Context: an optimization exercise on an open-source flow, tuned for small area. The choices shown serve that exercise and are no tape-out recipe. Function was checked by simulation only, so behaviour that the tests miss may differ from the original. Power is estimated from default activity; no workload was simulated.

Setup of amber:
Design QuadCopter, start of the top module:
module QuadCopter(
  input wire clk,    
  input wire RST_n,  
  input wire RX,     
  input wire MISO,   
  input wire INT,    
  output wire SS_n,  
  output wire SCLK,  
  output wire MOSI,  
  output wire TX,    
  output wire FRNT,  
  output wire BCK,   
  output wire LFT,   
  output wire RGHT   
);
  wire cmd_rdy;
  wire [2:0] op;
  wire [15:0] data;
  wire clr_cmd_rdy;
  wire [7:0] resp;
  wire send_resp;
  wire vld, pre_vld;
  wire init;
  wire kmatch;
  wire signed [15:0] ptch, roll, yaw;
  wire [15:0] nd_ptch, nd_roll, nd_yaw;
  wire [8:0] thrst;
  wire rst_n;
  wire strt_cal;
  wire inertial_cal;
  wire motors_off;
  wire cal_done;
  wire [10:0] frnt_spd, bck_spd, lft_spd, rght_spd;
  localparam FAST_SIM = 1;
  UART_comm iCOMM(
    .clk(clk), .rst_n(rst_n),
    .RX(RX), .TX(TX),
    .resp(resp), .send_resp(send_resp), .resp_sent(),
    .cmd_rdy(cmd_rdy), .op(op), .data(data), .clr_cmd_rdy(clr_cmd_rdy)
  );
  cmd_cfg #(FAST_SIM) iCMD(
    .clk(clk), .rst_n(rst_n),
    .cmd_rdy(cmd_rdy), .op(op), .data(data), .clr_cmd_rdy(clr_cmd_rdy),
    .resp(resp), .send_resp(send_resp),
    .nd_ptch(nd_ptch), .nd_roll(nd_roll), .nd_yaw(nd_yaw), .thrst(thrst),
  ...
Size: roughly 930 flip-flops, roughly 13 I/O pins, ~40000 µm² of cells after synthesis.
==> flow/config.mk <==
export PLATFORM = sky130hd
export DESIGN_NAME = QuadCopter
export DESIGN_NICKNAME = QuadCopter
export VERILOG_FILES = /design/flow/design.v
export SDC_FILE = /design/flow/constraint.sdc
export NUM_CORES = 4
export LEC_CHECK = 0
export CAP_MARGIN = 20
export CORE_MARGIN = 2
export CORE_UTILIZATION = 65
export CTS_BUF_LIST = sky130_fd_sc_hd__clkbuf_8
export CTS_CLUSTER_DIAMETER = 60
export CTS_CLUSTER_SIZE = 16
export PLACE_DENSITY = 0.75
export SLEW_MARGIN = 20
==> flow/constraint.sdc <==
create_clock -name core_clock -period 10.0 [get_ports {clk}]
set_input_delay 2.0000 -clock core_clock [delete_from_list [all_inputs] [get_ports {clk}]]
set_output_delay 2.0000 -clock core_clock [all_outputs]
set_load 0.01 [all_outputs]
run.sh (not shown) runs the stock make flow with config.mk's settings and CLKGATE_MAP_FILE= SYNTH_SCRIPT=/design/flow/synth_recipe.tcl, a recipe that flattens the netlist after the stock synthesis.
## Diff of input files: umber against amber
Settings: CORE_UTILIZATION changed from 65 to 40; PLACE_DENSITY removed (was 0.75).
[summary]
- umber against amber: global-route usage down 9.3 points; sum of met2 wire segment lengths after detailed routing down 1000 µm; worst stage delay on the critical path down 0.02 ns.

* * *

Another version of the RTL of QuadCopter (not shown whole).
For scale: roughly 3200 cells after synthesis, about 940 flip-flops, ~13 I/O pins, roughly 39000 um^2 of cells after synthesis.
## QuadCopter
module QuadCopter(
  input wire clk,    
  input wire RST_n,  
  input wire RX,     
  input wire MISO,   
  input wire INT,    
  output wire SS_n,  
  output wire SCLK,  
  output wire MOSI,  
  output wire TX,    
  output wire FRNT,  
  output wire BCK,   
  output wire LFT,   
  output wire RGHT   
);
Settings: LEC_CHECK=0, CAP_MARGIN=20, CORE_MARGIN=2, CORE_UTILIZATION=78, CTS_BUF_LIST=sky130_fd_sc_hd__clkbuf_8, CTS_CLUSTER_DIAMETER=60, CTS_CLUSTER_SIZE=16, PLACE_DENSITY=0.86, SLEW_MARGIN=20; clock period 10.0 ns.
Rerun with:
Settings changed: CORE_UTILIZATION 78 to 70, PLACE_DENSITY 0.86 to 0.8.
The changed run went through all stages and came out clean.
Flip-flop and latch count is unchanged.
Utilization falls by 7.7 points.
Count of clock-buffer cells in the layout rises by 3.

* * *

Another version of the RTL of QuadCopter (not shown whole).
Size: ~3200 cells after synthesis, about 940 flip-flops, ~39000 um2 of cells after synthesis.
Settings: LEC_CHECK=0, CAP_MARGIN=0, CORE_MARGIN=2, CORE_UTILIZATION=40, CTS_BUF_LIST=sky130_fd_sc_hd__clkbuf_8, CTS_CLUSTER_DIAMETER=60, CTS_CLUSTER_SIZE=16, SLEW_MARGIN=0; clock period 10.0 ns.
The first run went through all stages and came out clean.
Then changed:
Settings changed: ABC_AREA set to 1, CAP_MARGIN 0 to 20, CORE_UTILIZATION 40 to 70, CTS_BUF_LIST sky130_fd_sc_hd__clkbuf_8 to sky130_fd_sc_hd__clkbuf_16, CTS_CLUSTER_DIAMETER 60 to 80, CTS_CLUSTER_SIZE 16 to 30, PLACE_DENSITY set to 0.8, SLEW_MARGIN 0 to 20.
What happened: The changed run ran to the end with no violations; maximum frequency falls by 2.5%; hold slack is better by 0.029 ns; register-to-register slack is worse by 0.24 ns; worst setup slack is worse by 0.24 ns; via count rises by 7.5%; sequential power rises by about 2%; sequential cell count stays the same.
Then changed:
Settings changed: CORE_UTILIZATION 70 to 40, CTS_BUF_LIST sky130_fd_sc_hd__clkbuf_16 to sky130_fd_sc_hd__clkbuf_8, CTS_CLUSTER_DIAMETER 80 to 60, CTS_CLUSTER_SIZE 30 to 16, PLACE_DENSITY 0.8 to not set.
The changed run completed with no timing, DRC or antenna violations.
Die area came out higher by 74%.
Critical path depth came out higher by 2.
Worst setup slack degrades by 0.024 ns.
Core utilization shrinks by 31 points.
Power increases by 2.4%.
Then changed:
Settings changed: ABC_AREA 1 to not set, CORE_UTILIZATION 40 to 85, PLACE_DENSITY set to 0.92.
Effect: The new run went through all stages and came out clean. Power decreases by about 7%. Hold slack is better by 0.047 ns. Synthesized cell count drops by 9.9%. Worst setup slack loses 0.040 ns.
Then changed:
Settings changed: CORE_UTILIZATION 85 to 70, PLACE_DENSITY 0.92 to 0.8.
Result:
- worst setup slack improves by 0.15 ns
- combinational power is lower by about 5%
- wire length is lower by 23%
- die area is higher by about 20%
- global-route usage is lower by 16 points
- final cell count is higher by 4.0%
- total power is higher by 0.90%
